Background: an optimization exercise with open tools, aiming at small area, a short achievable clock period and few clock cycles. Do not read the settings as production practice.
Only simulation tests tie the RTL to the original design; equivalence was not proved.

File: flow/design.v
`default_nettype none
module non_pipeline(
    input clk,
    input rst,
    input [7:0] a,
    input [7:0] b,
    input [7:0] c,
    input [7:0] d,
    input start,
    output busy,
    output reg [15:0] out
    );
    reg [15:0] stage1;
    reg [15:0] stage2;
    reg [1:0] process;  
    assign busy = (process > 0);
    always @(posedge clk) begin
        if(start | busy) begin
            case(process)
                0: begin stage1 <= a * b; process <= process + 1; end
                1: begin stage2 <= stage1 * c; process <= process + 1; end
                2: begin out <= stage2 + d; process <= 0; end
            endcase
        end
        if(rst)
            process <= 0;
    end
endmodule
File: flow/run.sh
#!/bin/bash
# synth_recipe.tcl (not shown) runs the flow's synth.tcl, then flattens the netlist and writes it again
# the make line also repeats each setting of config.mk as NAME=value (left out here)
make -C /OpenROAD-flow-scripts/flow DESIGN_CONFIG=/design/flow/config.mk WORK_HOME=/design/flow/orfs CLKGATE_MAP_FILE= SYNTH_SCRIPT=/design/flow/synth_recipe.tcl finish
File: flow/config.mk
export PLATFORM = sky130hd
export DESIGN_NAME = non_pipeline
export DESIGN_NICKNAME = non_pipeline
export VERILOG_FILES = /design/flow/design.v
export SDC_FILE = /design/flow/constraint.sdc
export NUM_CORES = 4
export LEC_CHECK = 0
export CAP_MARGIN = 20
export CORE_MARGIN = 2
export CORE_UTILIZATION = 40
export SLEW_MARGIN = 20
File: flow/constraint.sdc
create_clock -name core_clock -period 5.0 [get_ports {clk}]
set_input_delay 1.0000 -clock core_clock [delete_from_list [all_inputs] [get_ports {clk}]]
set_output_delay 1.0000 -clock core_clock [all_outputs]
set_load 0.01 [all_outputs]
==> results by group <==
Timing
  – Relative max-transition margin: 0.597
  – Endpoints failing setup: 0
  – Min Tclk post-route: between 4000 and 5000 ps
  – Worst Clk Skew: between 4 and 5 ps
  – Final Cycle Share: 0.966
  – Final worst setup slack: around 170 ps
  – Maximum clock rate: 0.207 GHz
  – Worst-Margin Slew: 597 ps
  – Slew Viols, Final: 0
  – Hold Vio Cnt, Final: 0

Critical path
  – Worst EP arrival: 4880 ps
  – Crit path kind: primary input to flip-flop
  – CP cell instances: clkdlybuf4s15_1 > buf_4 > and2_1 > fa_2 > fa_1 > fa_1 > inv_1 > fa_1 > inv_1 > ha_4 > o21ai_0 > a21oi_1 > o41ai_4 > o21ai_2 > a31oi_1 > xnor2_1
  – Most frequent CP cell: fa_1
  – Critical path capture point type: flip-flop
  – Cell family with most CP delay: adder cells
  – Critical path buffers and inverters: 4
  – Crit-path max cell delay: 540 ps
  – RR Startpoint: stage1[3]$_DFFE_PP_
  – Required time of the critical path: approximately 5100 ps
  – Crit path max-delay cell type: fa_2
  – Crit Path Max Fanout: 7
  – CP startpoint kind: primary input
  – Crit. Startpoint: c[4]

Global routing
  – Tot GR Track Use: 0.168
  – Initial antenna violation count: 2
  – Vias in the first global route: 5625
  – Largest net degree at the start of global routing: 18
  – First-pass GRT wire length: ~25000 um
  – GR Overflow Total: 0

Synthesis
  – Seq/Total Area, Yosys: 0.212
  – Adder-Cell Fraction of Synth Area: 0.399
  – Post-synth EDFFs: 48
  – Yosys cell types: 51
  – Yosys warns: 1
  – Primary FF master, synth: edfxtp_1
  – Synthesized area per cell: 9.93 sq um
  – Post-Synthesis Net Count: 904
  – Flops & latches, synth: 50
  – Synth Area in Simple Gates: 0.183
  – Ys async rst share: 0
  – Mapped Area: 0.00699 sq mm
  – Xor/xnor cell area share of the yosys netlist: 0.0501
  – Cells after synthesis: 704
  – Largest family of logic cells by synthesized area: adder cells
  – Compound-Gate Fraction of Synth Area: 0.0798
  – Mux share of post-synthesis cell area: 0.00161

Finish
  – Ant. Diodes: 0
  – Commonest non-fill, non-tap cell in the layout: inv_1
  – Share of cells above drive strength 1: 0.130
  – Final net count: 1036
  – Core Util, Final: 0.501
  – Most frequent cells in the layout: inv_1, and2_1, fa_1
  – Layout Cells excl Fill: 1062
  – Synth-to-layout area growth: 23.1%

Clocking
  – Clock sink total: 50
  – Clock latency at the later pin of the worst-skew pair: 290 ps
  – TritonCTS clock tree: yes
  – CTS H-Tree Depth: 2
  – Root buf cell: clkbuf_16
  – Total CTS buffers: 5
  – Worst-path clk slew: ~70 ps
  – Clock Tree Buf Depth: 2
  – CTS hold repair buffers: 0

Drt
  – DR pass1 iterations: 4
  – Vias: 5112
  – DR WL/cell: 13.8 um
  – DRC viols: 0
  – Initial DRC Count: 159
  – Detail Route Antenna Nets: 0
  – Vias per cell: between 4 and 5
  – Drt total wl: 14600 um

Placement
  – Port Buf Inserts: 51
  – Pre-CTS WS: -464 ps
  – Routability Congestion: 0.849
  – Detailed-placement wirelength estimate: 12900 um
  – Placed insts: 1052

Min path
  – Hold Crit Class: flip-flop to flip-flop
  – Hold path start: process[0]$_SDFFE_PP0P_

Floorplan
  – DIE AREA: 0.0186 sq mm
  – Number of core rows: 48
  – Core area: 0.0172 sq mm
  – Die Span X: 136 um
  – Die span in y: about 140 um
  – Initial core utilization: 0.407
  – IO Count: 52

Run
  – Max Cap Violations: 0

Status
  – Outcome: finished clean
## worst register-to-register path, cell delays in order, from the launching register on
cell	delay (ps)
edfxtp_1	520
and2_1	210
fa_1	450
fa_1	500
inv_1	60
fa_1	490
fa_1	490
inv_1	40
ha_1	280
o21a_1	190
o31a_1	140
o41ai_4	380
o21ai_2	90
buf_4	140
xor2_1	130
## timing repair
action	in CTS	in global routing
setup endpoints to repair	7	8
gates resized for setup	19	15
setup buffers	2	0
pin swaps	5	10
## metrics by stage
step	instance area, sq um	setup TNS (ps)	hold WS [ps]
floorplan	6990	0	473
global placement	8350	-3710	492
detailed placement	8350	-4450	500
CTS	8540	0	512
global route	8610	-29.5	531
finish	8610	0	508
## sequential cells by signal, indices dropped and copies added, names as in the netlist
register	flops
stage2	16
out	16
stage1	16
process	2
## metal layers
layer | up-vias | wire length (um) | GRT usage
li1 | 2500 | - | -
met1 | 2482 | 5520 | 0.169
met2 | 91 | 8170 | 0.344
met3 | 35 | 493 | 0.0261
met4 | 4 | 427 | 0.0596
met5 | - | 29 | 0
## area by class of cell
type                       count  area (sq um)
clock buffer                   6           129
clock inverter                 2          37.5
fill                        1614          8570
inverter                     132           495
multi-input combinational    515          5070
sequential                    50          1480
tap                          225           282
timing repair buffer         132          1120
## cell usage after synthesis, drive strengths merged, types with 2 or more instances
library cell | n | area share
a311o | 3 | 0.0043
xnor2 | 32 | 0.040
o21a | 8 | 0.0086
inv | 132 | 0.071
a21oi | 19 | 0.014
dfxtp | 2 | 0.0057
nand2 | 54 | 0.029
clkbuf | 7 | 0.0038
edfxtp | 48 | 0.21
a21o | 8 | 0.0086
and2 | 126 | 0.11
a211oi | 2 | 0.0029
o21ai | 19 | 0.015
nor2 | 22 | 0.012
nand2b | 3 | 0.0027
fa | 97 | 0.28
nand4b | 2 | 0.0025
o41ai | 3 | 0.0075
a31oi | 2 | 0.0018
nand3 | 2 | 0.0014
nor4 | 5 | 0.0045
ha | 68 | 0.12
nor3 | 5 | 0.0036
nor2b | 9 | 0.0091
xor2 | 8 | 0.010
## path summary, 6_finish.rpt
kind,end,slack [ps],depth (start not counted)
min,process[1]$_SDFFE_PP0P_,510,1
max,stage2[15]$_DFFE_PP_,170,16
max reg2reg,stage2[13]$_DFFE_PP_,660,14
min reg2reg,process[1]$_SDFFE_PP0P_,510,1
## cell families (layout without fill, tap and decap cells)
logic type / after synthesis / count (layout)
DFF: 50 / 50
AOI/OAI and AO/OA: 76 / 76
buffers and inverters: 139 / 272
and+or+nand+nor: 233 / 233
muxes: 1 / 1
adders and majority gates: 165 / 165
xor gates and xnor gates: 40 / 40
Testbench counts, summed over its fixed seeds: cycles 48,000.

## separate check: timing with driven ports
In the flow no input, the clock included, has a driving cell. The finished layout below was timed again as built, in two steps. Step 1: set_driving_cell puts a clkbuf_16 on clk and a buf_2 on each other input, an assumption about the parent block. Step 2 adds t to the input delays and takes it off the output delays; t is the mean of the earliest and latest rising clock arrival at the registers after step 1. Input paths then give back, and output paths get back, about the clock's delay inside the block. Three values: ideal, step 1, step 2; two values: the first two.
shift t [ns]: 0.327
setup slack, ns: 0.171 / 0.157 / -0.170
worst register clock-pin slew, ns: 0.07 / 0.07
pins driven straight from the clock port: 1
With both steps, setup timing fails in this run, where it was met with ideal ports. The setup slack of this run moves by -0.014 ns with the drivers and by -0.341 ns with both steps.
